What follows belongs to an exercise in optimizing a design on an open flow for a short achievable clock period and few clock cycles; a production flow would make more cautious choices. For this run, only the layout was checked, not whether the RTL still works. No activity file was given, so power comes from the tool's default toggle rates.

==> design/flow/design.v <==
module mem_burst_v2
#(
	parameter MEM_DATA_BITS = 64,
	parameter ADDR_BITS = 24,
	parameter LOCAL_SIZE_BITS = 3
)
(
	input 						rst_n,                                  
	input 						mem_clk,                                
	input 						rd_burst_req,                           
	input 						wr_burst_req,                           
	input[9:0] 					rd_burst_len,                      
	input[9:0] 					wr_burst_len,                      
	input[ADDR_BITS - 1:0] 		rd_burst_addr,         
	input[ADDR_BITS - 1:0] 		wr_burst_addr,         
	output 						rd_burst_data_valid,                   
	output 						wr_burst_data_req,                     
	output[MEM_DATA_BITS - 1:0] rd_burst_data,    
	input[MEM_DATA_BITS - 1:0] 	wr_burst_data,     
	output 						rd_burst_finish,                       
	output 						wr_burst_finish,                       
	output 						burst_finish,                          
	input 								local_init_done,
	output 								ddr_rst_n,
	input 								local_ready,
	output  							local_burstbegin,
	output[MEM_DATA_BITS - 1:0] 		local_wdata,
	input 								local_rdata_valid,
	input[MEM_DATA_BITS - 1:0] 			local_rdata,
	output  							local_write_req,
	output  							local_read_req,
	output reg[ADDR_BITS-1:0] 			local_address,
	output[MEM_DATA_BITS/8 - 1:0] 		local_be,
	output reg[LOCAL_SIZE_BITS - 1:0] 	local_size
);
localparam IDLE = 3'd0;
localparam MEM_READ = 3'd1;
localparam MEM_READ_WAIT = 3'd2;
localparam MEM_WRITE  = 3'd3;
localparam MEM_WRITE_BURST_BEGIN = 3'd4;
localparam MEM_WRITE_FIRST = 3'd5;
localparam burst_size = 10'd2;
reg[2:0] state;
reg[2:0] next_state;	
reg[9:0] rd_addr_cnt;
reg[9:0] rd_data_cnt;
reg[9:0] length;
reg[11:0] cnt_timer;
reg[11:0] ddr_reset_timer;
reg ddr_rst_n_reg;
reg [LOCAL_SIZE_BITS - 1:0] burst_remain;
reg last_wr_burst_data_req;
reg[9:0] wr_remain_len;
assign wr_burst_data_req = (state == MEM_WRITE_FIRST ) || (((state == MEM_WRITE_BURST_BEGIN) ||  (state == MEM_WRITE)) && local_ready && ~last_wr_burst_data_req);
assign local_write_req = ((state == MEM_WRITE_BURST_BEGIN) ||  (state == MEM_WRITE));
assign burst_finish = rd_burst_finish | wr_burst_finish;
always@(posedge mem_clk or negedge rst_n)
begin
	if(~rst_n)
		cnt_timer <= 12'd0;
	else if(state == IDLE || ~local_init_done)
		cnt_timer <= 12'd0;
	else
		cnt_timer <= cnt_timer + 12'd1;
end
always@(posedge mem_clk or negedge rst_n)
begin
	if(~rst_n)
		ddr_reset_timer <= 12'd0;
	else if(state == MEM_READ_WAIT)
		ddr_reset_timer <= ddr_reset_timer + 12'd1;
	else
		ddr_reset_timer <= 12'd0;	
end
always@(posedge mem_clk or negedge rst_n)
begin
	if(~rst_n)
		ddr_rst_n_reg <= 1'b1;
	else
		ddr_rst_n_reg <= (ddr_reset_timer !=12'd200);
end
assign ddr_rst_n = ddr_rst_n_reg;
always@(posedge	mem_clk or negedge rst_n)
	begin
		if(~rst_n)
			state <= IDLE;
		else if(~local_init_done ) 
			state <= IDLE;
		else
			state <= next_state;
	end
always@(*)
	begin
		case(state)
			IDLE:
				begin
					if(rd_burst_req && rd_burst_len != 10'd0)
						next_state <= MEM_READ;
					else if(wr_burst_req && wr_burst_len != 10'd0)
						next_state <= MEM_WRITE_FIRST;
					else
						next_state <= IDLE;
				end
			MEM_READ:
				begin
					if( (rd_addr_cnt + burst_size >= length) && local_read_req && local_ready)
						next_state <= MEM_READ_WAIT;
					else
						next_state <= MEM_READ;
				end
			MEM_READ_WAIT:
				begin 
					if(rd_data_cnt == length - 10'd1 && local_rdata_valid)
						next_state <= IDLE;
					else
						next_state <= MEM_READ_WAIT;
				end
			MEM_WRITE_FIRST:
				next_state <= MEM_WRITE_BURST_BEGIN;
			MEM_WRITE_BURST_BEGIN:
				begin
					if(local_ready && wr_remain_len == 10'd1)
						next_state <= IDLE;
					else if(burst_remain == 1 && local_ready)
						next_state <= MEM_WRITE_BURST_BEGIN;
					else if(local_ready)
						next_state <= MEM_WRITE;
					else
						next_state <= MEM_WRITE_BURST_BEGIN;
				end
			MEM_WRITE:
				begin
					if(wr_remain_len == 10'd1 && local_ready)
						next_state <= IDLE;
					else if(burst_remain == 1 && local_ready)
						next_state <= MEM_WRITE_BURST_BEGIN;
					else 
						next_state <= MEM_WRITE;
				end
			default:
				next_state <= IDLE;
		endcase
	end
	assign local_burstbegin = ((state == MEM_WRITE_BURST_BEGIN) ||  (state == MEM_READ));
always@(posedge	mem_clk or negedge rst_n)
	begin
		if(~rst_n)
			begin
				last_wr_burst_data_req <= 1'b0;
			end
		else
			begin
			if(state == MEM_WRITE_BURST_BEGIN || state == MEM_WRITE)
				if(wr_remain_len == 10'd2 && local_ready)
					last_wr_burst_data_req <= 1'b1;
				else
					last_wr_burst_data_req <= last_wr_burst_data_req;
			else
				last_wr_burst_data_req <= 1'b0;
			end
	end
always@(posedge	mem_clk or negedge rst_n)
	begin
		if(~rst_n)
			begin
				wr_remain_len <= 10'd0;
			end
		else
			begin
			case(state)
				IDLE:
					if(wr_burst_req)
						wr_remain_len <= wr_burst_len;
					else
						wr_remain_len <= wr_remain_len;
				MEM_WRITE_BURST_BEGIN:
					if(local_ready)
						wr_remain_len <= wr_remain_len - 10'd1;
					else
						wr_remain_len <= wr_remain_len;
				MEM_WRITE:
					if(local_ready)
						wr_remain_len <= wr_remain_len - 10'd1;
					else
						wr_remain_len <= wr_remain_len;
				default:
					wr_remain_len <= wr_remain_len;
			endcase
			end
	end
always@(posedge	mem_clk or negedge rst_n)
	begin
		if(~rst_n)
			begin
				burst_remain <= {LOCAL_SIZE_BITS{1'b0}};
			end
		else
			begin
			if(next_state == MEM_WRITE_BURST_BEGIN)
				burst_remain <= burst_size;
			else if( ((state == MEM_WRITE_BURST_BEGIN) || (state == MEM_WRITE)) && local_ready)
				burst_remain <= burst_remain - 1;
			else
				burst_remain <= burst_remain;
			end
	end
always@(posedge	mem_clk or negedge rst_n)
	begin
		if(~rst_n)
			begin
				local_size <= {LOCAL_SIZE_BITS{1'b0}};
			end
		else
			begin
			if(state == IDLE && rd_burst_req)
				local_size <= (rd_burst_len >= burst_size) ?  burst_size : rd_burst_len ;
			else if(state == IDLE && wr_burst_req)
				local_size <= (wr_burst_len >= burst_size) ?  burst_size : wr_burst_len;
			else if(state == MEM_WRITE && (next_state == MEM_WRITE_BURST_BEGIN))
				if((wr_remain_len - 1) > burst_size)
					local_size <= burst_size;
				else
					local_size <= wr_remain_len - 1;
			else if(state == MEM_WRITE_BURST_BEGIN && (next_state == MEM_WRITE_BURST_BEGIN) && local_ready)
				if((wr_remain_len - 1) > burst_size)
					local_size <= burst_size;
				else
					local_size <= wr_remain_len - 1;
			else if(state == MEM_READ && local_ready )
				local_size <= (rd_addr_cnt + burst_size > length) ? 1 : burst_size;
			else
				local_size <= local_size;
			end
	end
always@(posedge	mem_clk or negedge rst_n)
	begin
		if(~rst_n)
			begin
				local_address <= {ADDR_BITS{1'b0}};
				rd_addr_cnt <= 10'd0;
			end
		else
			begin
			case(state)
				IDLE:
					begin
						if(rd_burst_req)
							begin
								local_address <= rd_burst_addr;
								rd_addr_cnt <= 10'd0;
							end
						else if(wr_burst_req)
							begin
								local_address <= wr_burst_addr;
								rd_addr_cnt <= 10'd0;
							end
						else
							begin
								local_address <= local_address;
								rd_addr_cnt <= 10'd0;
							end
					end
				MEM_READ:
					begin
						if(local_ready)
							begin
								local_address <= local_address + {14'd0,burst_size};
								rd_addr_cnt <= rd_addr_cnt + burst_size;
							end
						else
							begin
								local_address <= local_address;
								rd_addr_cnt <= rd_addr_cnt;
							end		
					end
				MEM_WRITE_BURST_BEGIN:
					begin
						if(local_ready && (next_state == MEM_WRITE_BURST_BEGIN))
							begin
								local_address <= local_address + {14'd0,burst_size};
							end
						else
							begin
								local_address <= local_address;
							end	
					end	
				MEM_WRITE: 
					begin
						if(local_ready && (next_state == MEM_WRITE_BURST_BEGIN))
							begin
								local_address <= local_address + {14'd0,burst_size};
							end
						else
							begin
								local_address <= local_address;
							end	
					end
				default:
					begin
						local_address <= local_address;
						rd_addr_cnt <= 10'd0;
					end
			endcase
			end
	end
always@(posedge	mem_clk or negedge rst_n)
	begin
		if(~rst_n)
			begin
				length <= 10'd0;
			end
		else
			begin
			if(state == IDLE && rd_burst_req)
				length <= rd_burst_len;
			else
				length <= length; 
			end
	end
always@(posedge	mem_clk or negedge rst_n)
	begin
		if(~rst_n)
			begin
				rd_data_cnt <= 10'd0;
			end
		else
			begin
			if(state == MEM_READ || state == MEM_READ_WAIT)
				if(local_rdata_valid)
					rd_data_cnt <= rd_data_cnt + 10'd1;
				else
					rd_data_cnt <= rd_data_cnt;
			else
				rd_data_cnt <= 10'd0;
			end
	end
assign rd_burst_data_valid = local_rdata_valid;
assign rd_burst_data = local_rdata;
assign local_wdata = wr_burst_data;
assign local_read_req = (state == MEM_READ);
assign rd_burst_finish = (state == MEM_READ_WAIT) && (next_state == IDLE);
assign wr_burst_finish = (local_ready && wr_remain_len == 10'd1);
assign local_be = {MEM_DATA_BITS/8{1'b1}};
endmodule 
module mem_read_arbi_verb
#(
	parameter 	MEM_DATA_BITS 	= 32,
	parameter 	ADDR_BITS		= 25,
	parameter	PINTS			= 8
)
(
	input 						rst_n,
	input 						mem_clk,
	input 						ch0_rd_burst_req,
	input[9:0] 					ch0_rd_burst_len,
	input[ADDR_BITS-1:0] 		ch0_rd_burst_addr,
	output 						ch0_rd_burst_data_valid,
	output[MEM_DATA_BITS - 1:0] ch0_rd_burst_data,
	output 						ch0_rd_burst_finish,
	input 						ch1_rd_burst_req,
	input[9:0] 					ch1_rd_burst_len,
	input[ADDR_BITS-1:0] 		ch1_rd_burst_addr,
	output 						ch1_rd_burst_data_valid,
	output[MEM_DATA_BITS - 1:0] ch1_rd_burst_data,
	output 						ch1_rd_burst_finish,
	input 						ch2_rd_burst_req,
	input[9:0] 					ch2_rd_burst_len,
	input[ADDR_BITS-1:0] 		ch2_rd_burst_addr,
	output 						ch2_rd_burst_data_valid,
	output[MEM_DATA_BITS - 1:0] ch2_rd_burst_data,
	output 						ch2_rd_burst_finish,
	input 						ch3_rd_burst_req,
	input[9:0] 					ch3_rd_burst_len,
	input[ADDR_BITS-1:0] 		ch3_rd_burst_addr,
	output 						ch3_rd_burst_data_valid,
	output[MEM_DATA_BITS - 1:0] ch3_rd_burst_data,
	output 						ch3_rd_burst_finish,
	input 						ch4_rd_burst_req,
	input[9:0] 					ch4_rd_burst_len,
	input[ADDR_BITS-1:0] 		ch4_rd_burst_addr,
	output 						ch4_rd_burst_data_valid,
	output[MEM_DATA_BITS - 1:0] ch4_rd_burst_data,
	output 						ch4_rd_burst_finish,
	input 						ch5_rd_burst_req,
	input[9:0] 					ch5_rd_burst_len,
	input[ADDR_BITS-1:0] 		ch5_rd_burst_addr,
	output 						ch5_rd_burst_data_valid,
	output[MEM_DATA_BITS - 1:0] ch5_rd_burst_data,
	output 						ch5_rd_burst_finish,
	input 						ch6_rd_burst_req,
	input[9:0] 					ch6_rd_burst_len,
	input[ADDR_BITS-1:0] 		ch6_rd_burst_addr,
	output 						ch6_rd_burst_data_valid,
	output[MEM_DATA_BITS - 1:0] ch6_rd_burst_data,
	output 						ch6_rd_burst_finish,
	input 						ch7_rd_burst_req,
	input[9:0] 					ch7_rd_burst_len,
	input[ADDR_BITS-1:0] 		ch7_rd_burst_addr,
	output 						ch7_rd_burst_data_valid,
	output[MEM_DATA_BITS - 1:0] ch7_rd_burst_data,
	output 						ch7_rd_burst_finish,
	output reg 					rd_burst_req,
	output reg[9:0] 			rd_burst_len,
	output reg[ADDR_BITS-1:0] 	rd_burst_addr,
	input 						rd_burst_data_valid,
	input[MEM_DATA_BITS - 1:0] 	rd_burst_data,
	input 						rd_burst_finish	
);
reg[6:0] read_state;
reg[6:0] read_state_next;
localparam IDLE = 6'd0;
localparam CH0_CHECK 	= 7'd1;
localparam CH0_BEGIN 	= 7'd2;
localparam CH0_READ 	= 7'd3;
localparam CH0_END 		= 7'd4;
localparam CH1_CHECK 	= 7'd5;
localparam CH1_BEGIN 	= 7'd6;
localparam CH1_READ 	= 7'd7;
localparam CH1_END 		= 7'd8;
localparam CH2_CHECK 	= 7'd9;
localparam CH2_BEGIN 	= 7'd10;
localparam CH2_READ		= 7'd11;
localparam CH2_END 		= 7'd12;
localparam CH3_CHECK 	= 7'd13;
localparam CH3_BEGIN 	= 7'd14;
localparam CH3_READ 	= 7'd15;
localparam CH3_END 		= 7'd16;
localparam CH4_CHECK 	= 7'd1+7'd16;
localparam CH4_BEGIN 	= 7'd2+7'd16;
localparam CH4_READ 	= 7'd3+7'd16;
localparam CH4_END 		= 7'd4+7'd16;
localparam CH5_CHECK 	= 6'd5+7'd16;
localparam CH5_BEGIN 	= 6'd6+7'd16;
localparam CH5_READ 	= 6'd7+7'd16;
localparam CH5_END 		= 6'd8+7'd16;
localparam CH6_CHECK 	= 6'd9 +7'd16;
localparam CH6_BEGIN 	= 6'd10+7'd16;
localparam CH6_READ 	= 6'd11+7'd16;
localparam CH6_END 		= 6'd12+7'd16;
localparam CH7_CHECK 	= 6'd13+7'd16;
localparam CH7_BEGIN 	= 6'd14+7'd16;
localparam CH7_READ 	= 6'd15+7'd16;
localparam CH7_END 		= 6'd16+7'd16;
always@(posedge mem_clk or negedge rst_n)
begin
	if(~rst_n)
		read_state <= IDLE;
	else
		read_state <= read_state_next;
end
always@(*)
begin
	case(read_state)
		IDLE:
			read_state_next <= CH0_CHECK;
		CH0_CHECK:
			if(ch0_rd_burst_req && ch0_rd_burst_len != 10'd0)
				read_state_next <= CH0_BEGIN;
			else
				read_state_next <= CH1_CHECK;
		CH0_BEGIN:
			read_state_next <= CH0_READ;
		CH0_READ:
			if(rd_burst_finish)
				read_state_next <= CH0_END;
			else
				read_state_next <= CH0_READ;
		CH0_END:
			read_state_next <= CH1_CHECK;
		CH1_CHECK:
			if(ch1_rd_burst_req && ch1_rd_burst_len != 10'd0)
				read_state_next <= CH1_BEGIN;
			else
				read_state_next <= (PINTS!=2)? CH2_CHECK : CH0_CHECK;
		CH1_BEGIN:
			read_state_next <= CH1_READ;
		CH1_READ:
			if(rd_burst_finish)
				read_state_next <= CH1_END;
			else
				read_state_next <= CH1_READ;
		CH1_END:
			read_state_next <= (PINTS!=2)? CH2_CHECK : CH0_CHECK;
		CH2_CHECK:
			if(ch2_rd_burst_req  && ch2_rd_burst_len != 10'd0)
				read_state_next <= CH2_BEGIN;
			else
				read_state_next <= (PINTS!=3)? CH3_CHECK : CH0_CHECK;
		CH2_BEGIN:
			read_state_next <= CH2_READ;
		CH2_READ:
			if(rd_burst_finish)
				read_state_next <= CH2_END;
			else
				read_state_next <= CH2_READ;
		CH2_END:
			read_state_next <= (PINTS!=3)? CH3_CHECK : CH0_CHECK;
		CH3_CHECK:
			if(ch3_rd_burst_req  && ch3_rd_burst_len != 10'd0)
				read_state_next <= CH3_BEGIN;
			else
				read_state_next <= (PINTS!=4)? CH4_CHECK : CH0_CHECK;
		CH3_BEGIN:
			read_state_next <= CH3_READ;
		CH3_READ:
			if(rd_burst_finish)
				read_state_next <= CH3_END;
			else
				read_state_next <= CH3_READ;
		CH3_END:
			read_state_next <= (PINTS!=4)? CH4_CHECK : CH0_CHECK;	
		CH4_CHECK:
			if(ch4_rd_burst_req && ch4_rd_burst_len != 10'd0)
				read_state_next <= CH4_BEGIN;
			else
				read_state_next <= (PINTS!=5)? CH5_CHECK : CH0_CHECK;
		CH4_BEGIN:
			read_state_next <= CH4_READ;
		CH4_READ:
			if(rd_burst_finish)
				read_state_next <= CH4_END;
			else
				read_state_next <= CH4_READ;
		CH4_END:
			read_state_next <= (PINTS!=5)? CH5_CHECK : CH0_CHECK;
		CH5_CHECK:
			if(ch5_rd_burst_req && ch5_rd_burst_len != 10'd0)
				read_state_next <= CH5_BEGIN;
			else
				read_state_next <= (PINTS!=6)? CH6_CHECK : CH0_CHECK;
		CH5_BEGIN:
			read_state_next <= CH5_READ;
		CH5_READ:
			if(rd_burst_finish)
				read_state_next <= CH5_END;
			else
				read_state_next <= CH5_READ;
		CH5_END:
			read_state_next <= (PINTS!=6)? CH6_CHECK : CH0_CHECK;
		CH6_CHECK:
			if(ch6_rd_burst_req  && ch6_rd_burst_len != 10'd0)
				read_state_next <= CH6_BEGIN;
			else
				read_state_next <= (PINTS!=7)? CH7_CHECK : CH0_CHECK;
		CH6_BEGIN:
			read_state_next <= CH6_READ;
		CH6_READ:
			if(rd_burst_finish)
				read_state_next <= CH6_END;
			else
				read_state_next <= CH6_READ;
		CH6_END:
			read_state_next <= (PINTS!=7)? CH7_CHECK : CH0_CHECK;
		CH7_CHECK:
			if(ch7_rd_burst_req  && ch7_rd_burst_len != 10'd0)
				read_state_next <= CH7_BEGIN;
			else
				read_state_next <= CH0_CHECK;
		CH7_BEGIN:
			read_state_next <= CH7_READ;
		CH7_READ:
			if(rd_burst_finish)
				read_state_next <= CH7_END;
			else
				read_state_next <= CH7_READ;
		CH7_END:
			read_state_next <= CH0_CHECK;	
		default:
			read_state_next <= IDLE;
	endcase
end
always@(posedge mem_clk or negedge rst_n)
begin
	if(~rst_n)
		begin
			rd_burst_len <= 10'd0;
			rd_burst_addr <= {ADDR_BITS{1'b0}};  
		end
	else
		begin
			case(read_state)
				CH0_BEGIN:
					begin
						rd_burst_len <= ch0_rd_burst_len;
						rd_burst_addr <= ch0_rd_burst_addr;
					end
				CH1_BEGIN:
					begin
						rd_burst_len <= ch1_rd_burst_len;
						rd_burst_addr <= ch1_rd_burst_addr;
					end
				CH2_BEGIN:
					begin
						rd_burst_len <= ch2_rd_burst_len;
						rd_burst_addr <= ch2_rd_burst_addr;
					end
				CH3_BEGIN:
					begin
						rd_burst_len <= ch3_rd_burst_len;
						rd_burst_addr <= ch3_rd_burst_addr;
					end
				CH4_BEGIN:
					begin
						rd_burst_len <= ch4_rd_burst_len;
						rd_burst_addr <= ch4_rd_burst_addr;
					end
				CH5_BEGIN:
					begin
						rd_burst_len <= ch5_rd_burst_len;
						rd_burst_addr <= ch5_rd_burst_addr;
					end
				CH6_BEGIN:
					begin
						rd_burst_len <= ch6_rd_burst_len;
						rd_burst_addr <= ch6_rd_burst_addr;
					end
				CH7_BEGIN:
					begin
						rd_burst_len <= ch7_rd_burst_len;
						rd_burst_addr <= ch7_rd_burst_addr;
					end
				default:
					begin
						rd_burst_len <= rd_burst_len;
						rd_burst_addr <= rd_burst_addr;
					end
			endcase
		end
end
always@(posedge mem_clk or negedge rst_n)
begin
	if(~rst_n)
		rd_burst_req <= 1'b0;
	else if(read_state == 	CH0_BEGIN || read_state == CH1_BEGIN || read_state == CH2_BEGIN || read_state == CH3_BEGIN ||
			read_state ==	CH4_BEGIN || read_state == CH5_BEGIN || read_state == CH6_BEGIN || read_state == CH7_BEGIN)
		rd_burst_req <= 1'b1;
	else if(rd_burst_data_valid || read_state == CH0_CHECK  || read_state == CH1_CHECK  
								|| read_state == CH2_CHECK  || read_state == CH3_CHECK
								|| read_state == CH4_BEGIN  || read_state == CH5_BEGIN 
								|| read_state == CH6_BEGIN  || read_state == CH7_BEGIN)
		rd_burst_req <= 1'b0;
	else
		rd_burst_req <= rd_burst_req;
end
assign ch0_rd_burst_finish = (read_state == CH0_END);
assign ch1_rd_burst_finish = (read_state == CH1_END);
assign ch2_rd_burst_finish = (read_state == CH2_END);
assign ch3_rd_burst_finish = (read_state == CH3_END);
assign ch0_rd_burst_data_valid = (read_state == CH0_READ || read_state == CH0_END) ? rd_burst_data_valid : 1'b0;
assign ch1_rd_burst_data_valid = (read_state == CH1_READ || read_state == CH1_END) ? rd_burst_data_valid : 1'b0;
assign ch2_rd_burst_data_valid = (read_state == CH2_READ || read_state == CH2_END) ? rd_burst_data_valid : 1'b0;
assign ch3_rd_burst_data_valid = (read_state == CH3_READ || read_state == CH3_END) ? rd_burst_data_valid : 1'b0;
assign ch0_rd_burst_data = (read_state == CH0_READ) ? rd_burst_data : {MEM_DATA_BITS{1'd0}};
assign ch1_rd_burst_data = (read_state == CH1_READ) ? rd_burst_data : {MEM_DATA_BITS{1'd0}};
assign ch2_rd_burst_data = (read_state == CH2_READ) ? rd_burst_data : {MEM_DATA_BITS{1'd0}};
assign ch3_rd_burst_data = (read_state == CH3_READ) ? rd_burst_data : {MEM_DATA_BITS{1'd0}};
assign ch4_rd_burst_finish = (read_state == CH4_END);
assign ch5_rd_burst_finish = (read_state == CH5_END);
assign ch6_rd_burst_finish = (read_state == CH6_END);
assign ch7_rd_burst_finish = (read_state == CH7_END);
assign ch4_rd_burst_data_valid = (read_state == CH4_READ || read_state == CH4_END) ? rd_burst_data_valid : 1'b0;
assign ch5_rd_burst_data_valid = (read_state == CH5_READ || read_state == CH5_END) ? rd_burst_data_valid : 1'b0;
assign ch6_rd_burst_data_valid = (read_state == CH6_READ || read_state == CH6_END) ? rd_burst_data_valid : 1'b0;
assign ch7_rd_burst_data_valid = (read_state == CH7_READ || read_state == CH7_END) ? rd_burst_data_valid : 1'b0;
assign ch4_rd_burst_data = (read_state == CH4_READ) ? rd_burst_data : {MEM_DATA_BITS{1'd0}};
assign ch5_rd_burst_data = (read_state == CH5_READ) ? rd_burst_data : {MEM_DATA_BITS{1'd0}};
assign ch6_rd_burst_data = (read_state == CH6_READ) ? rd_burst_data : {MEM_DATA_BITS{1'd0}};
assign ch7_rd_burst_data = (read_state == CH7_READ) ? rd_burst_data : {MEM_DATA_BITS{1'd0}};
endmodule 
module mem_write_arbi_verb
#(
	parameter MEM_DATA_BITS = 32,
	parameter ADDR_BITS		= 25,
	parameter PINTS			= 8	
)
(
	input rst_n,
	input mem_clk,
	input 							ch0_wr_burst_req,
	input[9:0] 						ch0_wr_burst_len,
	input[ADDR_BITS-1:0] 			ch0_wr_burst_addr,
	output 							ch0_wr_burst_data_req,
	input[MEM_DATA_BITS - 1:0] 		ch0_wr_burst_data,
	output 							ch0_wr_burst_finish,
	input 							ch1_wr_burst_req,
	input[9:0] 						ch1_wr_burst_len,
	input[ADDR_BITS-1:0] 			ch1_wr_burst_addr,
	output 							ch1_wr_burst_data_req,
	input[MEM_DATA_BITS - 1:0] 		ch1_wr_burst_data,
	output 							ch1_wr_burst_finish,
	input 							ch2_wr_burst_req,
	input[9:0] 						ch2_wr_burst_len,
	input[ADDR_BITS-1:0] 			ch2_wr_burst_addr,
	output 							ch2_wr_burst_data_req,
	input[MEM_DATA_BITS - 1:0] 		ch2_wr_burst_data,
	output 							ch2_wr_burst_finish,
	input 							ch3_wr_burst_req,
	input[9:0] 						ch3_wr_burst_len,
	input[ADDR_BITS-1:0] 			ch3_wr_burst_addr,
	output 							ch3_wr_burst_data_req,
	input[MEM_DATA_BITS - 1:0] 		ch3_wr_burst_data,
	output 							ch3_wr_burst_finish,
	input 							ch4_wr_burst_req,
	input[9:0] 						ch4_wr_burst_len,
	input[ADDR_BITS-1:0] 			ch4_wr_burst_addr,
	output 							ch4_wr_burst_data_req,
	input[MEM_DATA_BITS - 1:0] 		ch4_wr_burst_data,
	output 							ch4_wr_burst_finish,
	input 							ch5_wr_burst_req,
	input[9:0] 						ch5_wr_burst_len,
	input[ADDR_BITS-1:0] 			ch5_wr_burst_addr,
	output 							ch5_wr_burst_data_req,
	input[MEM_DATA_BITS - 1:0] 		ch5_wr_burst_data,
	output 							ch5_wr_burst_finish,
	input 							ch6_wr_burst_req,
	input[9:0] 						ch6_wr_burst_len,
	input[ADDR_BITS-1:0] 			ch6_wr_burst_addr,
	output 							ch6_wr_burst_data_req,
	input[MEM_DATA_BITS - 1:0] 		ch6_wr_burst_data,
	output 							ch6_wr_burst_finish,
	input 							ch7_wr_burst_req,
	input[9:0] 						ch7_wr_burst_len,
	input[ADDR_BITS-1:0] 			ch7_wr_burst_addr,
	output 							ch7_wr_burst_data_req,
	input[MEM_DATA_BITS - 1:0] 		ch7_wr_burst_data,
	output 							ch7_wr_burst_finish,
	output reg 						wr_burst_req,
	output reg[9:0] 				wr_burst_len,
	output reg[ADDR_BITS-1:0] 		wr_burst_addr,
	input 							wr_burst_data_req,
	output reg[MEM_DATA_BITS - 1:0] wr_burst_data,
	input							wr_burst_finish	
);
reg[6:0] write_state;
reg[6:0] write_state_next;
localparam IDLE = 6'd0;
localparam CH0_CHECK 	= 6'd1;
localparam CH0_BEGIN 	= 6'd2;
localparam CH0_WRITE 	= 6'd3;
localparam CH0_END 		= 6'd4;
localparam CH1_CHECK 	= 6'd5;
localparam CH1_BEGIN 	= 6'd6;
localparam CH1_WRITE 	= 6'd7;
localparam CH1_END 		= 6'd8;
localparam CH2_CHECK 	= 6'd9;
localparam CH2_BEGIN 	= 6'd10;
localparam CH2_WRITE 	= 6'd11;
localparam CH2_END 		= 6'd12;
localparam CH3_CHECK 	= 6'd13;
localparam CH3_BEGIN 	= 6'd14;
localparam CH3_WRITE 	= 6'd15;
localparam CH3_END 		= 6'd16;
localparam CH4_CHECK 	= 6'd1+7'd16;
localparam CH4_BEGIN 	= 6'd2+7'd16;
localparam CH4_WRITE 	= 6'd3+7'd16;
localparam CH4_END 		= 6'd4+7'd16;
localparam CH5_CHECK 	= 6'd5+7'd16;
localparam CH5_BEGIN 	= 6'd6+7'd16;
localparam CH5_WRITE 	= 6'd7+7'd16;
localparam CH5_END 		= 6'd8+7'd16;
localparam CH6_CHECK 	= 6'd9 +7'd16;
localparam CH6_BEGIN 	= 6'd10+7'd16;
localparam CH6_WRITE 	= 6'd11+7'd16;
localparam CH6_END 		= 6'd12+7'd16;
localparam CH7_CHECK 	= 6'd13+7'd16;
localparam CH7_BEGIN 	= 6'd14+7'd16;
localparam CH7_WRITE 	= 6'd15+7'd16;
localparam CH7_END 		= 6'd16+7'd16;
reg wr_burst_finish_d0;
reg wr_burst_finish_d1;
always@(posedge mem_clk or negedge rst_n)
begin
	if(~rst_n)
		begin
			wr_burst_finish_d0 <= 1'b0;
			wr_burst_finish_d1 <= 1'b0;
		end
	else
		begin
			wr_burst_finish_d0 <= wr_burst_finish;
			wr_burst_finish_d1 <= wr_burst_finish_d0;
		end
end
always@(posedge mem_clk or negedge rst_n)
begin
	if(~rst_n)
		write_state <= IDLE;
	else
		write_state <= write_state_next;
end
always@(*)
begin
	case(write_state)
		IDLE:
			write_state_next <= CH0_CHECK;
		CH0_CHECK:
			if(ch0_wr_burst_req  && ch0_wr_burst_len != 10'd0)
				write_state_next <= CH0_BEGIN;
			else
				write_state_next <= CH1_CHECK;
		CH0_BEGIN:
			write_state_next <= CH0_WRITE;
		CH0_WRITE:
			if(wr_burst_finish_d1)
				write_state_next <= CH0_END;
			else
				write_state_next <= CH0_WRITE;
		CH0_END:
			write_state_next <= CH1_CHECK;
		CH1_CHECK:
			if(ch1_wr_burst_req && ch1_wr_burst_len != 10'd0)
				write_state_next <= CH1_BEGIN;
			else
				write_state_next <= (PINTS!=2)? CH2_CHECK : CH0_CHECK;
		CH1_BEGIN:
			write_state_next <= CH1_WRITE;
		CH1_WRITE:
			if(wr_burst_finish_d1)
				write_state_next <= CH1_END;
			else
				write_state_next <= CH1_WRITE;
		CH1_END:
			write_state_next <= (PINTS!=2)? CH2_CHECK : CH0_CHECK;
		CH2_CHECK:
			if(ch2_wr_burst_req && ch2_wr_burst_len != 10'd0)
				write_state_next <= CH2_BEGIN;
			else
				write_state_next <= (PINTS!=3)? CH3_CHECK : CH0_CHECK;
		CH2_BEGIN:
			write_state_next <= CH2_WRITE;
		CH2_WRITE:
			if(wr_burst_finish_d1)
				write_state_next <= CH2_END;
			else
				write_state_next <= CH2_WRITE;
		CH2_END:
			write_state_next <= (PINTS!=3)? CH3_CHECK : CH0_CHECK;
		CH3_CHECK:
			if(ch3_wr_burst_req && ch3_wr_burst_len != 10'd0)
				write_state_next <= CH3_BEGIN;
			else
				write_state_next <= (PINTS!=4)? CH4_CHECK : CH0_CHECK;
		CH3_BEGIN:
			write_state_next <= CH3_WRITE;
		CH3_WRITE:
			if(wr_burst_finish_d1)
				write_state_next <= CH3_END;
			else
				write_state_next <= CH3_WRITE;
		CH3_END:
			write_state_next <= (PINTS!=4)? CH4_CHECK : CH0_CHECK;
		CH4_CHECK:
			if(ch4_wr_burst_req  && ch4_wr_burst_len != 10'd0)
				write_state_next <= CH4_BEGIN;
			else
				write_state_next <= (PINTS!=5)? CH5_CHECK : CH0_CHECK;
		CH4_BEGIN:
			write_state_next <= CH4_WRITE;
		CH4_WRITE:
			if(wr_burst_finish_d1)
				write_state_next <= CH4_END;
			else
				write_state_next <= CH4_WRITE;
		CH4_END:
			write_state_next <= (PINTS!=5)? CH5_CHECK : CH0_CHECK;
		CH5_CHECK:
			if(ch5_wr_burst_req && ch5_wr_burst_len != 10'd0)
				write_state_next <= CH5_BEGIN;
			else
				write_state_next <= (PINTS!=6)? CH6_CHECK : CH0_CHECK;
		CH5_BEGIN:
			write_state_next <= CH5_WRITE;
		CH5_WRITE:
			if(wr_burst_finish_d1)
				write_state_next <= CH5_END;
			else
				write_state_next <= CH5_WRITE;
		CH5_END:
			write_state_next <= (PINTS!=6)? CH6_CHECK : CH0_CHECK;
		CH6_CHECK:
			if(ch6_wr_burst_req && ch6_wr_burst_len != 10'd0)
				write_state_next <= CH6_BEGIN;
			else
				write_state_next <= (PINTS!=7)? CH7_CHECK : CH0_CHECK;
		CH6_BEGIN:
			write_state_next <= CH6_WRITE;
		CH6_WRITE:
			if(wr_burst_finish_d1)
				write_state_next <= CH6_END;
			else
				write_state_next <= CH6_WRITE;
		CH6_END:
			write_state_next <= (PINTS!=7)? CH7_CHECK : CH0_CHECK;
		CH7_CHECK:
			if(ch7_wr_burst_req && ch7_wr_burst_len != 10'd0)
				write_state_next <= CH7_BEGIN;
			else
				write_state_next <= CH0_CHECK;
		CH7_BEGIN:
			write_state_next <= CH7_WRITE;
		CH7_WRITE:
			if(wr_burst_finish_d1)
				write_state_next <= CH7_END;
			else
				write_state_next <= CH7_WRITE;
		CH7_END:
			write_state_next <= CH0_CHECK;
		default:
			write_state_next <= IDLE;
	endcase
end
always@(posedge mem_clk or negedge rst_n)
begin
	if(~rst_n)
		begin
			wr_burst_len <= 10'd0;
			wr_burst_addr <= {ADDR_BITS{1'b0}};
		end
	else
		begin
			case(write_state)
				CH0_BEGIN:
					begin
						wr_burst_len <= ch0_wr_burst_len;
						wr_burst_addr <= ch0_wr_burst_addr;
					end
				CH1_BEGIN:
					begin
						wr_burst_len <= ch1_wr_burst_len;
						wr_burst_addr <= ch1_wr_burst_addr;
					end
				CH2_BEGIN:
					begin
						wr_burst_len <= ch2_wr_burst_len;
						wr_burst_addr <= ch2_wr_burst_addr;
					end
				CH3_BEGIN:
					begin
						wr_burst_len <= ch3_wr_burst_len;
						wr_burst_addr <= ch3_wr_burst_addr;
					end				
				CH4_BEGIN:
					begin
						wr_burst_len <= ch4_wr_burst_len;
						wr_burst_addr <= ch4_wr_burst_addr;
					end
				CH5_BEGIN:
					begin
						wr_burst_len <= ch5_wr_burst_len;
						wr_burst_addr <= ch5_wr_burst_addr;
					end
				CH6_BEGIN:
					begin
						wr_burst_len <= ch6_wr_burst_len;
						wr_burst_addr <= ch6_wr_burst_addr;
					end
				CH7_BEGIN:
					begin
						wr_burst_len <= ch7_wr_burst_len;
						wr_burst_addr <= ch7_wr_burst_addr;
					end				
				default:
					begin
						wr_burst_len <= wr_burst_len;
						wr_burst_addr <= wr_burst_addr;
					end
			endcase
		end
end
always@(posedge mem_clk or negedge rst_n)
begin
	if(~rst_n)
		wr_burst_req <= 1'b0;
	else if(	write_state == CH0_BEGIN || write_state == CH1_BEGIN || write_state == CH2_BEGIN || write_state == CH3_BEGIN || 
				write_state == CH4_BEGIN || write_state == CH5_BEGIN || write_state == CH6_BEGIN || write_state == CH7_BEGIN)
		wr_burst_req <= 1'b1;
	else if(wr_burst_data_req)
		wr_burst_req <= 1'b0;
	else
		wr_burst_req <= wr_burst_req;
end
always@(*)
begin
	case(write_state)
		CH0_WRITE:
			wr_burst_data <= ch0_wr_burst_data;
		CH1_WRITE:
			wr_burst_data <= ch1_wr_burst_data;
		CH2_WRITE:
			wr_burst_data <= ch2_wr_burst_data;
		CH3_WRITE:
			wr_burst_data <= ch3_wr_burst_data;
		CH4_WRITE:
			wr_burst_data <= ch4_wr_burst_data;
		CH5_WRITE:
			wr_burst_data <= ch5_wr_burst_data;
		CH6_WRITE:
			wr_burst_data <= ch6_wr_burst_data;
		CH7_WRITE:
			wr_burst_data <= ch7_wr_burst_data;	
		default:
			wr_burst_data <= {MEM_DATA_BITS{1'd0}};
	endcase
end
assign ch0_wr_burst_finish = (write_state == CH0_END);
assign ch1_wr_burst_finish = (write_state == CH1_END);
assign ch2_wr_burst_finish = (write_state == CH2_END);
assign ch3_wr_burst_finish = (write_state == CH3_END);
assign ch0_wr_burst_data_req = (write_state == CH0_WRITE) ? wr_burst_data_req : 1'b0;
assign ch1_wr_burst_data_req = (write_state == CH1_WRITE) ? wr_burst_data_req : 1'b0;
assign ch2_wr_burst_data_req = (write_state == CH2_WRITE) ? wr_burst_data_req : 1'b0;
assign ch3_wr_burst_data_req = (write_state == CH3_WRITE) ? wr_burst_data_req : 1'b0;
assign ch4_wr_burst_finish = (write_state == CH4_END);
assign ch5_wr_burst_finish = (write_state == CH5_END);
assign ch6_wr_burst_finish = (write_state == CH6_END);
assign ch7_wr_burst_finish = (write_state == CH7_END);
assign ch4_wr_burst_data_req = (write_state == CH4_WRITE) ? wr_burst_data_req : 1'b0;
assign ch5_wr_burst_data_req = (write_state == CH5_WRITE) ? wr_burst_data_req : 1'b0;
assign ch6_wr_burst_data_req = (write_state == CH6_WRITE) ? wr_burst_data_req : 1'b0;
assign ch7_wr_burst_data_req = (write_state == CH7_WRITE) ? wr_burst_data_req : 1'b0;
endmodule 
module mem_ctrl_verb#(
	parameter 	MEM_DATA_BITS 		= 64,
	parameter 	ADDR_BITS			= 25,
	parameter	READ_PORTS			= 8,
	parameter	WRITE_PORTS			= 8
)
(
	input 						rst_n,
	input 						phy_clk,
	input 						ch0_rd_burst_req,
	input[9:0] 					ch0_rd_burst_len,
	input[ADDR_BITS-1:0]		ch0_rd_burst_addr,
	output 						ch0_rd_burst_data_valid,
	output[MEM_DATA_BITS - 1:0] ch0_rd_burst_data,
	output 						ch0_rd_burst_finish,
	input 						ch1_rd_burst_req,
	input[9:0] 					ch1_rd_burst_len,
	input[ADDR_BITS-1:0]		ch1_rd_burst_addr,
	output 						ch1_rd_burst_data_valid,
	output[MEM_DATA_BITS - 1:0] ch1_rd_burst_data,
	output 						ch1_rd_burst_finish,
	input 						ch2_rd_burst_req,
	input[9:0] 					ch2_rd_burst_len,
	input[ADDR_BITS-1:0]		ch2_rd_burst_addr,
	output 						ch2_rd_burst_data_valid,
	output[MEM_DATA_BITS - 1:0] ch2_rd_burst_data,
	output 						ch2_rd_burst_finish,
	input 						ch3_rd_burst_req,
	input[9:0] 					ch3_rd_burst_len,
	input[ADDR_BITS-1:0]		ch3_rd_burst_addr,
	output 						ch3_rd_burst_data_valid,
	output[MEM_DATA_BITS - 1:0] ch3_rd_burst_data,
	output 						ch3_rd_burst_finish,
	input 						ch4_rd_burst_req,
	input[9:0] 					ch4_rd_burst_len,
	input[ADDR_BITS-1:0]		ch4_rd_burst_addr,
	output 						ch4_rd_burst_data_valid,
	output[MEM_DATA_BITS - 1:0] ch4_rd_burst_data,
	output 						ch4_rd_burst_finish,
	input 						ch5_rd_burst_req,
	input[9:0] 					ch5_rd_burst_len,
	input[ADDR_BITS-1:0]		ch5_rd_burst_addr,
	output 						ch5_rd_burst_data_valid,
	output[MEM_DATA_BITS - 1:0] ch5_rd_burst_data,
	output 						ch5_rd_burst_finish,
	input 						ch6_rd_burst_req,
	input[9:0] 					ch6_rd_burst_len,
	input[ADDR_BITS-1:0]		ch6_rd_burst_addr,
	output 						ch6_rd_burst_data_valid,
	output[MEM_DATA_BITS - 1:0] ch6_rd_burst_data,
	output 						ch6_rd_burst_finish,
	input 						ch7_rd_burst_req,
	input[9:0] 					ch7_rd_burst_len,
	input[ADDR_BITS-1:0]		ch7_rd_burst_addr,
	output 						ch7_rd_burst_data_valid,
	output[MEM_DATA_BITS - 1:0] ch7_rd_burst_data,
	output 						ch7_rd_burst_finish,
	input 						ch0_wr_burst_req,
	input[9:0] 					ch0_wr_burst_len,
	input[ADDR_BITS-1:0]		ch0_wr_burst_addr,
	output 						ch0_wr_burst_data_req,
	input[MEM_DATA_BITS - 1:0] 	ch0_wr_burst_data,
	output 						ch0_wr_burst_finish,
	input 						ch1_wr_burst_req,
	input[9:0] 					ch1_wr_burst_len,
	input[ADDR_BITS-1:0]		ch1_wr_burst_addr,
	output 						ch1_wr_burst_data_req,
	input[MEM_DATA_BITS - 1:0] 	ch1_wr_burst_data,
	output 						ch1_wr_burst_finish,
	input 						ch2_wr_burst_req,
	input[9:0] 					ch2_wr_burst_len,
	input[ADDR_BITS-1:0]		ch2_wr_burst_addr,
	output 						ch2_wr_burst_data_req,
	input[MEM_DATA_BITS - 1:0] 	ch2_wr_burst_data,
	output ch2_wr_burst_finish,
	input 						ch3_wr_burst_req,
	input[9:0] 					ch3_wr_burst_len,
	input[ADDR_BITS-1:0]		ch3_wr_burst_addr,
	output 						ch3_wr_burst_data_req,
	input[MEM_DATA_BITS - 1:0] 	ch3_wr_burst_data,
	output 						ch3_wr_burst_finish,
	input 						ch4_wr_burst_req,
	input[9:0] 					ch4_wr_burst_len,
	input[ADDR_BITS-1:0]		ch4_wr_burst_addr,
	output 						ch4_wr_burst_data_req,
	input[MEM_DATA_BITS - 1:0] 	ch4_wr_burst_data,
	output 						ch4_wr_burst_finish,
	input 						ch5_wr_burst_req,
	input[9:0] 					ch5_wr_burst_len,
	input[ADDR_BITS-1:0]		ch5_wr_burst_addr,
	output 						ch5_wr_burst_data_req,
	input[MEM_DATA_BITS - 1:0] 	ch5_wr_burst_data,
	output 						ch5_wr_burst_finish,
	input 						ch6_wr_burst_req,
	input[9:0] 					ch6_wr_burst_len,
	input[ADDR_BITS-1:0]		ch6_wr_burst_addr,
	output 						ch6_wr_burst_data_req,
	input[MEM_DATA_BITS - 1:0] 	ch6_wr_burst_data,
	output 						ch6_wr_burst_finish,
	input 						ch7_wr_burst_req,
	input[9:0] 					ch7_wr_burst_len,
	input[ADDR_BITS-1:0]		ch7_wr_burst_addr,
	output 						ch7_wr_burst_data_req,
	input[MEM_DATA_BITS - 1:0] 	ch7_wr_burst_data,
	output 						ch7_wr_burst_finish,
	input 						local_init_done,
	input 						local_ready,
	input 						local_rdata_valid,
	input[MEM_DATA_BITS - 1:0]	local_rdata,
	output[ADDR_BITS-1:0]		local_address,
	output 						local_write_req,
	output 						local_read_req,
	output 						local_burstbegin,
	output[MEM_DATA_BITS - 1:0]	local_wdata,
	output[MEM_DATA_BITS/8 - 1:0]	local_be,
	output[2:0]					local_size
);
wire 						rd_burst_finish;
wire 						wr_burst_finish;
wire[ADDR_BITS-1:0] 		wr_burst_addr;
wire[ADDR_BITS-1:0] 		rd_burst_addr;
wire 						wr_burst_data_req;
wire 						rd_burst_data_valid;
wire[9:0] 					wr_burst_len;
wire[9:0] 					rd_burst_len;
wire 						wr_burst_req;
wire 						rd_burst_req;
wire[MEM_DATA_BITS - 1:0] 	wr_burst_data;
wire[MEM_DATA_BITS - 1:0] 	rd_burst_data;
mem_burst_v2
#(
	.MEM_DATA_BITS	(MEM_DATA_BITS),
	.ADDR_BITS		(ADDR_BITS)
)
mem_burst_m0(
	.rst_n(rst_n),
	.mem_clk(phy_clk),
	.rd_burst_req(rd_burst_req),
	.wr_burst_req(wr_burst_req),
	.rd_burst_len(rd_burst_len),
	.wr_burst_len(wr_burst_len),
	.rd_burst_addr(rd_burst_addr),
	.wr_burst_addr(wr_burst_addr),
	.rd_burst_data_valid(rd_burst_data_valid),
	.wr_burst_data_req(wr_burst_data_req),
	.rd_burst_data(rd_burst_data),
	.wr_burst_data(wr_burst_data),
	.rd_burst_finish(rd_burst_finish),
	.wr_burst_finish(wr_burst_finish),
	.local_init_done(local_init_done),
	.local_ready(local_ready),
	.local_burstbegin(local_burstbegin),
	.local_wdata(local_wdata),
	.local_rdata_valid(local_rdata_valid),
	.local_rdata(local_rdata),
	.local_write_req(local_write_req),
	.local_read_req(local_read_req),
	.local_address(local_address),
	.local_be(local_be),
	.local_size(local_size)
); 
mem_read_arbi_verb 
#(
	.MEM_DATA_BITS	(MEM_DATA_BITS	),
	.ADDR_BITS		(ADDR_BITS		),
	.PINTS			(READ_PORTS		)
)
mem_read_arbi_m0
(
	.rst_n						(rst_n),
	.mem_clk					(phy_clk),
	.ch0_rd_burst_req			(ch0_rd_burst_req),
	.ch0_rd_burst_len			(ch0_rd_burst_len),
	.ch0_rd_burst_addr			(ch0_rd_burst_addr),
	.ch0_rd_burst_data_valid	(ch0_rd_burst_data_valid),
	.ch0_rd_burst_data			(ch0_rd_burst_data),
	.ch0_rd_burst_finish		(ch0_rd_burst_finish),
	.ch1_rd_burst_req			(ch1_rd_burst_req),
	.ch1_rd_burst_len			(ch1_rd_burst_len),
	.ch1_rd_burst_addr			(ch1_rd_burst_addr),
	.ch1_rd_burst_data_valid	(ch1_rd_burst_data_valid),
	.ch1_rd_burst_data			(ch1_rd_burst_data),
	.ch1_rd_burst_finish		(ch1_rd_burst_finish),
	.ch2_rd_burst_req			(ch2_rd_burst_req),
	.ch2_rd_burst_len			(ch2_rd_burst_len),
	.ch2_rd_burst_addr			(ch2_rd_burst_addr),
	.ch2_rd_burst_data_valid	(ch2_rd_burst_data_valid),
	.ch2_rd_burst_data			(ch2_rd_burst_data),
	.ch2_rd_burst_finish		(ch2_rd_burst_finish),
	.ch3_rd_burst_req			(ch3_rd_burst_req),
	.ch3_rd_burst_len			(ch3_rd_burst_len),
	.ch3_rd_burst_addr			(ch3_rd_burst_addr),
	.ch3_rd_burst_data_valid	(ch3_rd_burst_data_valid),
	.ch3_rd_burst_data			(ch3_rd_burst_data),
	.ch3_rd_burst_finish		(ch3_rd_burst_finish),
	.ch4_rd_burst_req			(ch4_rd_burst_req),
	.ch4_rd_burst_len			(ch4_rd_burst_len),
	.ch4_rd_burst_addr			(ch4_rd_burst_addr),
	.ch4_rd_burst_data_valid	(ch4_rd_burst_data_valid),
	.ch4_rd_burst_data			(ch4_rd_burst_data),
	.ch4_rd_burst_finish		(ch4_rd_burst_finish),
	.ch5_rd_burst_req			(ch5_rd_burst_req),
	.ch5_rd_burst_len			(ch5_rd_burst_len),
	.ch5_rd_burst_addr			(ch5_rd_burst_addr),
	.ch5_rd_burst_data_valid	(ch5_rd_burst_data_valid),
	.ch5_rd_burst_data			(ch5_rd_burst_data),
	.ch5_rd_burst_finish		(ch5_rd_burst_finish),
	.ch6_rd_burst_req			(ch6_rd_burst_req),
	.ch6_rd_burst_len			(ch6_rd_burst_len),
	.ch6_rd_burst_addr			(ch6_rd_burst_addr),
	.ch6_rd_burst_data_valid	(ch6_rd_burst_data_valid),
	.ch6_rd_burst_data			(ch6_rd_burst_data),
	.ch6_rd_burst_finish		(ch6_rd_burst_finish),
	.ch7_rd_burst_req			(ch7_rd_burst_req),
	.ch7_rd_burst_len			(ch7_rd_burst_len),
	.ch7_rd_burst_addr			(ch7_rd_burst_addr),
	.ch7_rd_burst_data_valid	(ch7_rd_burst_data_valid),
	.ch7_rd_burst_data			(ch7_rd_burst_data),
	.ch7_rd_burst_finish		(ch7_rd_burst_finish),
	.rd_burst_req				(rd_burst_req),
	.rd_burst_len				(rd_burst_len),
	.rd_burst_addr				(rd_burst_addr),
	.rd_burst_data_valid		(rd_burst_data_valid),
	.rd_burst_data				(rd_burst_data),
	.rd_burst_finish			(rd_burst_finish)	
);
mem_write_arbi_verb
#(
	.MEM_DATA_BITS	(MEM_DATA_BITS),
	.ADDR_BITS		(ADDR_BITS),
	.PINTS			(WRITE_PORTS)
)
mem_write_arbi_m0(
	.rst_n					(rst_n),
	.mem_clk				(phy_clk),
	.ch0_wr_burst_req		(ch0_wr_burst_req),
	.ch0_wr_burst_len		(ch0_wr_burst_len),
	.ch0_wr_burst_addr		(ch0_wr_burst_addr),
	.ch0_wr_burst_data_req	(ch0_wr_burst_data_req),
	.ch0_wr_burst_data		(ch0_wr_burst_data),
	.ch0_wr_burst_finish	(ch0_wr_burst_finish),
	.ch1_wr_burst_req		(ch1_wr_burst_req),
	.ch1_wr_burst_len		(ch1_wr_burst_len),
	.ch1_wr_burst_addr		(ch1_wr_burst_addr),
	.ch1_wr_burst_data_req	(ch1_wr_burst_data_req),
	.ch1_wr_burst_data		(ch1_wr_burst_data),
	.ch1_wr_burst_finish	(ch1_wr_burst_finish),
	.ch2_wr_burst_req		(ch2_wr_burst_req),
	.ch2_wr_burst_len		(ch2_wr_burst_len),
	.ch2_wr_burst_addr		(ch2_wr_burst_addr),
	.ch2_wr_burst_data_req	(ch2_wr_burst_data_req),
	.ch2_wr_burst_data		(ch2_wr_burst_data),
	.ch2_wr_burst_finish	(ch2_wr_burst_finish),
	.ch3_wr_burst_req		(ch3_wr_burst_req),
	.ch3_wr_burst_len		(ch3_wr_burst_len),
	.ch3_wr_burst_addr		(ch3_wr_burst_addr),
	.ch3_wr_burst_data_req	(ch3_wr_burst_data_req),
	.ch3_wr_burst_data		(ch3_wr_burst_data),
	.ch3_wr_burst_finish	(ch3_wr_burst_finish),
	.ch4_wr_burst_req		(ch4_wr_burst_req),
	.ch4_wr_burst_len		(ch4_wr_burst_len),
	.ch4_wr_burst_addr		(ch4_wr_burst_addr),
	.ch4_wr_burst_data_req	(ch4_wr_burst_data_req),
	.ch4_wr_burst_data		(ch4_wr_burst_data),
	.ch4_wr_burst_finish	(ch4_wr_burst_finish),
	.ch5_wr_burst_req		(ch5_wr_burst_req),
	.ch5_wr_burst_len		(ch5_wr_burst_len),
	.ch5_wr_burst_addr		(ch5_wr_burst_addr),
	.ch5_wr_burst_data_req	(ch5_wr_burst_data_req),
	.ch5_wr_burst_data		(ch5_wr_burst_data),
	.ch5_wr_burst_finish	(ch5_wr_burst_finish),
	.ch6_wr_burst_req		(ch6_wr_burst_req),
	.ch6_wr_burst_len		(ch6_wr_burst_len),
	.ch6_wr_burst_addr		(ch6_wr_burst_addr),
	.ch6_wr_burst_data_req	(ch6_wr_burst_data_req),
	.ch6_wr_burst_data		(ch6_wr_burst_data),
	.ch6_wr_burst_finish	(ch6_wr_burst_finish),
	.ch7_wr_burst_req		(ch7_wr_burst_req),
	.ch7_wr_burst_len		(ch7_wr_burst_len),
	.ch7_wr_burst_addr		(ch7_wr_burst_addr),
	.ch7_wr_burst_data_req	(ch7_wr_burst_data_req),
	.ch7_wr_burst_data		(ch7_wr_burst_data),
	.ch7_wr_burst_finish	(ch7_wr_burst_finish),
	.wr_burst_req			(wr_burst_req),
	.wr_burst_len			(wr_burst_len),
	.wr_burst_addr			(wr_burst_addr),
	.wr_burst_data_req		(wr_burst_data_req),
	.wr_burst_data			(wr_burst_data),
	.wr_burst_finish		(wr_burst_finish)	
);
endmodule 
==> design/flow/run.sh <==
#!/bin/bash
# synth_recipe.tcl (not shown) runs the flow's synth.tcl, then flattens the netlist and writes it again
# the make line also repeats each setting of config.mk as NAME=value (left out here)
make -C /OpenROAD-flow-scripts/flow DESIGN_CONFIG=/design/flow/config.mk WORK_HOME=/design/flow/orfs CLKGATE_MAP_FILE= SYNTH_SCRIPT=/design/flow/synth_recipe.tcl finish
==> design/flow/config.mk <==
export PLATFORM = sky130hd
export DESIGN_NAME = mem_ctrl_verb
export DESIGN_NICKNAME = mem_ctrl_verb
export VERILOG_FILES = /design/flow/design.v
export SDC_FILE = /design/flow/constraint.sdc
export NUM_CORES = 4
export LEC_CHECK = 0
export CAP_MARGIN = 20
export CORE_AREA = 10 10 690 690
export DIE_AREA = 0 0 700 700
export SLEW_MARGIN = 20
==> design/flow/constraint.sdc <==
create_clock -name core_clock -period 5.5 [get_ports {phy_clk}]
set_input_delay 1.1000 -clock core_clock [delete_from_list [all_inputs] [get_ports {phy_clk}]]
set_output_delay 1.1000 -clock core_clock [all_outputs]
set_load 0.01 [all_outputs]
==> results.sh <==
export IMPL_status="no timing/DRC/antenna violations"
export IMPL_netlist_area_um2=18500
export IMPL_rr_endpoint="mem_write_arbi_m0.wr_burst_addr[24]"
export IMPL_cap_violations=0
export IMPL_cts_buffers_inserted=21
export IMPL_netlist_area_leader_share_pct=21.7
export IMPL_relSlewSlack_pct=6.67
export IMPL_cts_tree="built"
export IMPL_synth_simple_area_share_pct=33.9
export IMPL_synthTopCellsByArea="dfrtp_1 22%, and2_1 15%, a222oi_1 6.9%, a22oi_1 4.9%, a22o_1 4.2%"
export IMPL_grt_max_degree=79
export IMPL_synth_compound_area_share_pct=30.5
export IMPL_rows=249
export IMPL_viasPerCell=3.11
export IMPL_postCtsHoldBufs=0
export IMPL_clock_latency_ns=0.59
export IMPL_core_region_area_um2=460000
export IMPL_r2r_start="mem_write_arbi_m0.write_state[1]"
export IMPL_synth_ff_type="dfrtp_1"
export IMPL_cp_max_fo=64
export IMPL_nNetsFinal=5354
export IMPL_cp_arrival_ns=4.12
export IMPL_drc=0
export IMPL_overflow=0
export IMPL_worst_setup_path_start_kind="register"
export IMPL_fillers=53551
export IMPL_synth_edf_count=0
export IMPL_io_buffers=1795
export IMPL_area_growth_pct=148
export IMPL_grt_pass1_vias=29582
export IMPL_yosysWarnings=3
export IMPL_hold_path_class="in -> async"
export IMPL_seqCellArea_um2=4010
export IMPL_yosysUniqueCellTypes=78
export IMPL_rsz0062_at_grt="no"
export IMPL_start_util_pct=4.01
export IMPL_ant_nets=0
export IMPL_avgRoutedWirePerCell_um=38.6
export IMPL_path_class="reg -> out"
export IMPL_clock_path_buffers=3
export IMPL_finalCriticalPeriod_ns=5.22
export IMPL_ys_ff_latch=160
export IMPL_ys_seq_area_share_pct=21.7
export IMPL_grt_use_total_pct=15.6
export IMPL_drt_iter0_drc=4681
export IMPL_fmax_mhz=191
export IMPL_gp_congestion=1.03
export IMPL_synthAdderAreaFrac_pct=1.29
export IMPL_dpl_hpwl_mm=371
export IMPL_htree_num_levels=4
export IMPL_synthArstFlopShare_pct=100
export IMPL_leakage_uw=0.0152
export IMPL_clk_pin_slew_ns=0.06
export IMPL_cts_setup_buffers=0
export IMPL_synth_top_family_by_area="simple AND/OR/NAND/NOR gates"
export IMPL_synthMuxAreaShare_pct=4.91
export IMPL_antenna_found_initial=463
export IMPL_cp_endpoint="local_wdata[16]"
export IMPL_period_share_pct=95.0
export IMPL_num_vias=32716
export IMPL_powerDensity_nw_per_um2=331
export IMPL_peakVddDrop_mv=0.196
export IMPL_synthXorXnorAreaFrac_pct=1.61
export IMPL_syn_inst=2468
export IMPL_syn_area_per_cell_um2=7.48
export IMPL_cts_root_buf="clkbuf_16"
export IMPL_io_pins=1804
export IMPL_end_kind="output pin"
export IMPL_crit_start="mem_write_arbi_m0.write_state[4]"
export IMPL_layout_drive_gt1_share_pct=6.95
export IMPL_reg2reg_depth=8
export IMPL_die_area_um2=490000
export IMPL_path_cells="buf_4, nand2b_1, nor3_2, buf_12, a222oi_1, nand3_1, clkdlybuf4s50_1"
export IMPL_die_x_um=700
export IMPL_worstMarginPinSlew_ns=1.39
export IMPL_cpPeakStageDelay_ns=0.69
export IMPL_die_y_um=700
export IMPL_final_core_util_pct=9.96
export IMPL_synth_area_leader_cell="dfrtp_1"
export IMPL_finalSetupViolCount=0
export IMPL_regToRegSetupSlack_ns=1.95
export IMPL_skew_ns=0.0343
export IMPL_cts_sinks=160
export IMPL_maxSlewViolCount=0
export IMPL_slowest_stage="nor3_2"
export IMPL_drt_pass1_iterations=10
export IMPL_multi_input_area_um2=13700
export IMPL_fin_tns_setup_ns=0
export IMPL_finalHoldViolations=0
export IMPL_grt_pass1_wl_mm=471
export IMPL_cts_resized=0
export IMPL_critical_path_required_ns=4.40
export IMPL_finalWirelength_mm=406
report_power, final:
group | internal, uW | switching, uW
registers | 1690 | 863
clock network | 951 | 755
logic | 4310 | 6630
total | 6940 | 8250
through the flow:
step	worst slack (ns)	cells	hold slack, ns	instance area, um^2	total power, uW
6_report	0.277	10508	0.422	45900	15200
5_1_grt	0.154	10361	0.415	45500	16000
4_1_cts	0.238	10337	0.400	45400	15500
3_5_place_dp	0.379	10304	0.433	44700	13600
3_3_place_gp	0.267	10304	0.454	44700	13600
2_1_floorplan	2.29	2475	0.331	18500	6460
cells by family (layout without fill, tap and decap cells):
logic type	after synthesis	after routing
AO/OA/AOI/OAI	759	759
AND/OR/NAND/NOR	1131	1131
XOR/XNOR	33	33
other	1	179
buffers and inverters	279	1992
multiplexers	86	86
adder cells (fa/ha/maj)	19	19
flip-flops	160	160
how the worst min path moves through the flow:
stage	start	end	slack [ns]	cells past startpoint
after floorplan	mem_write_arbi_m0.wr_burst_finish_d0	mem_write_arbi_m0.wr_burst_finish_d1	0.33	0
after global placement	mem_write_arbi_m0.wr_burst_finish_d0	mem_write_arbi_m0.wr_burst_finish_d1	0.45	0
after detailed placement	mem_write_arbi_m0.wr_burst_finish_d0	mem_write_arbi_m0.wr_burst_finish_d1	0.43	0
after CTS	rst_n	mem_write_arbi_m0.write_state[3]	0.40	1
after global routing	rst_n	mem_write_arbi_m0.write_state[3]	0.41	1
final	rst_n	mem_write_arbi_m0.write_state[3]	0.42	1
area by class of cell:
cell class	instances	share of cell area, %
clock inverter	12	0.477
clock buffer	21	1.15
tap	6149	16.8
timing repair buffer	1921	41.8
multi-input combinational	2036	29.8
antenna	171	0.933
sequential	160	8.74
inverter	38	0.311
sequential cells by signal, summed over array words and instances (netlist names), 6 cells and up:
signal and count:
mem_burst_m0.length 10, mem_burst_m0.local_address 25, mem_burst_m0.rd_addr_cnt 9, mem_burst_m0.rd_data_cnt 10, mem_burst_m0.wr_remain_len 10, mem_read_arbi_m0.rd_burst_addr 25
mem_read_arbi_m0.rd_burst_len 10, mem_read_arbi_m0.read_state 6, mem_write_arbi_m0.wr_burst_addr 25, mem_write_arbi_m0.wr_burst_len 10, mem_write_arbi_m0.write_state 6
placed cells by master, fill, tap and decap left out, drive strengths merged, types with 20 or more instances in the layout:
master / instances
nand2: 161
a221oi: 65
nor3: 43
clkdlybuf4s50: 1760
buf: 161
nor2: 127
a31oi: 20
and3: 93
inv: 41
mux2: 27
a222oi: 127
o21ai: 112
diode: 171
a22o: 88
a21oi: 122
dfrtp: 160
clkbuf: 21
and2: 453
a22oi: 121
mux2i: 58
nor4: 34
nand3: 127
cells in the mapped netlist (all sizes together) (7+ instances only):
cell / count
o22ai: 19
nor4: 34
nand4: 12
buf: 52
nor2: 127
nand2: 161
a221oi: 65
nand2b: 18
a222oi: 127
nand3: 127
o21ai: 112
a22o: 88
a31oi: 20
o21a: 8
inv: 38
a22oi: 121
o211ai: 17
or2: 14
or4: 11
o221ai: 8
nor2b: 11
a21oi: 122
and2: 453
nor3: 43
mux2: 27
mux2i: 58
dfrtp: 160
xor2: 16
ha: 19
clkbuf: 189
and3: 93
xnor2: 17
or3: 7
o2111ai: 8
metal layers:
layer | vias to the layer above | track usage [%] | routed length (um)
met3 | 662 | 11.0 | 67800
met5 | - | 0 | 1850
met4 | 290 | 2.27 | 7470
met2 | 2853 | 20.8 | 151000
li1 | 13010 | - | -
met1 | 15901 | 20.6 | 178000
critical path, delay by kind of cell, from the launching register on:
family                 cells  cell delay [ns]
AOI/OAI and AO/OA          1             0.19
buffers and inverters      3             1.43
DFF                        1             0.35
and+or+nand+nor            3             1.46

[separate check: timing with driven ports]
How much do the figures lean on ideal ports? The routed layout below was timed once more, with nothing changed but the port constraints. Step 1, drivers: a clkbuf_16 drives phy_clk and a buf_2 each remaining input, both assumed. Step 2, shift: input delay + t, output delay - t, t = (earliest + latest rising clock arrival at the registers) / 2. This alone moves slack from input paths to output paths. Three values: ideal ports, drivers, drivers and shift; two values: the first two.
t (ns): 0.688
setup WS [ns]: 0.277 / 0.161 / 0.435
hold slack, ns: 0.422 / 0.398 / 0.457
After both steps this run still meets setup and hold. The setup slack of this run moves by -0.116 ns with the drivers and by +0.158 ns with both steps.
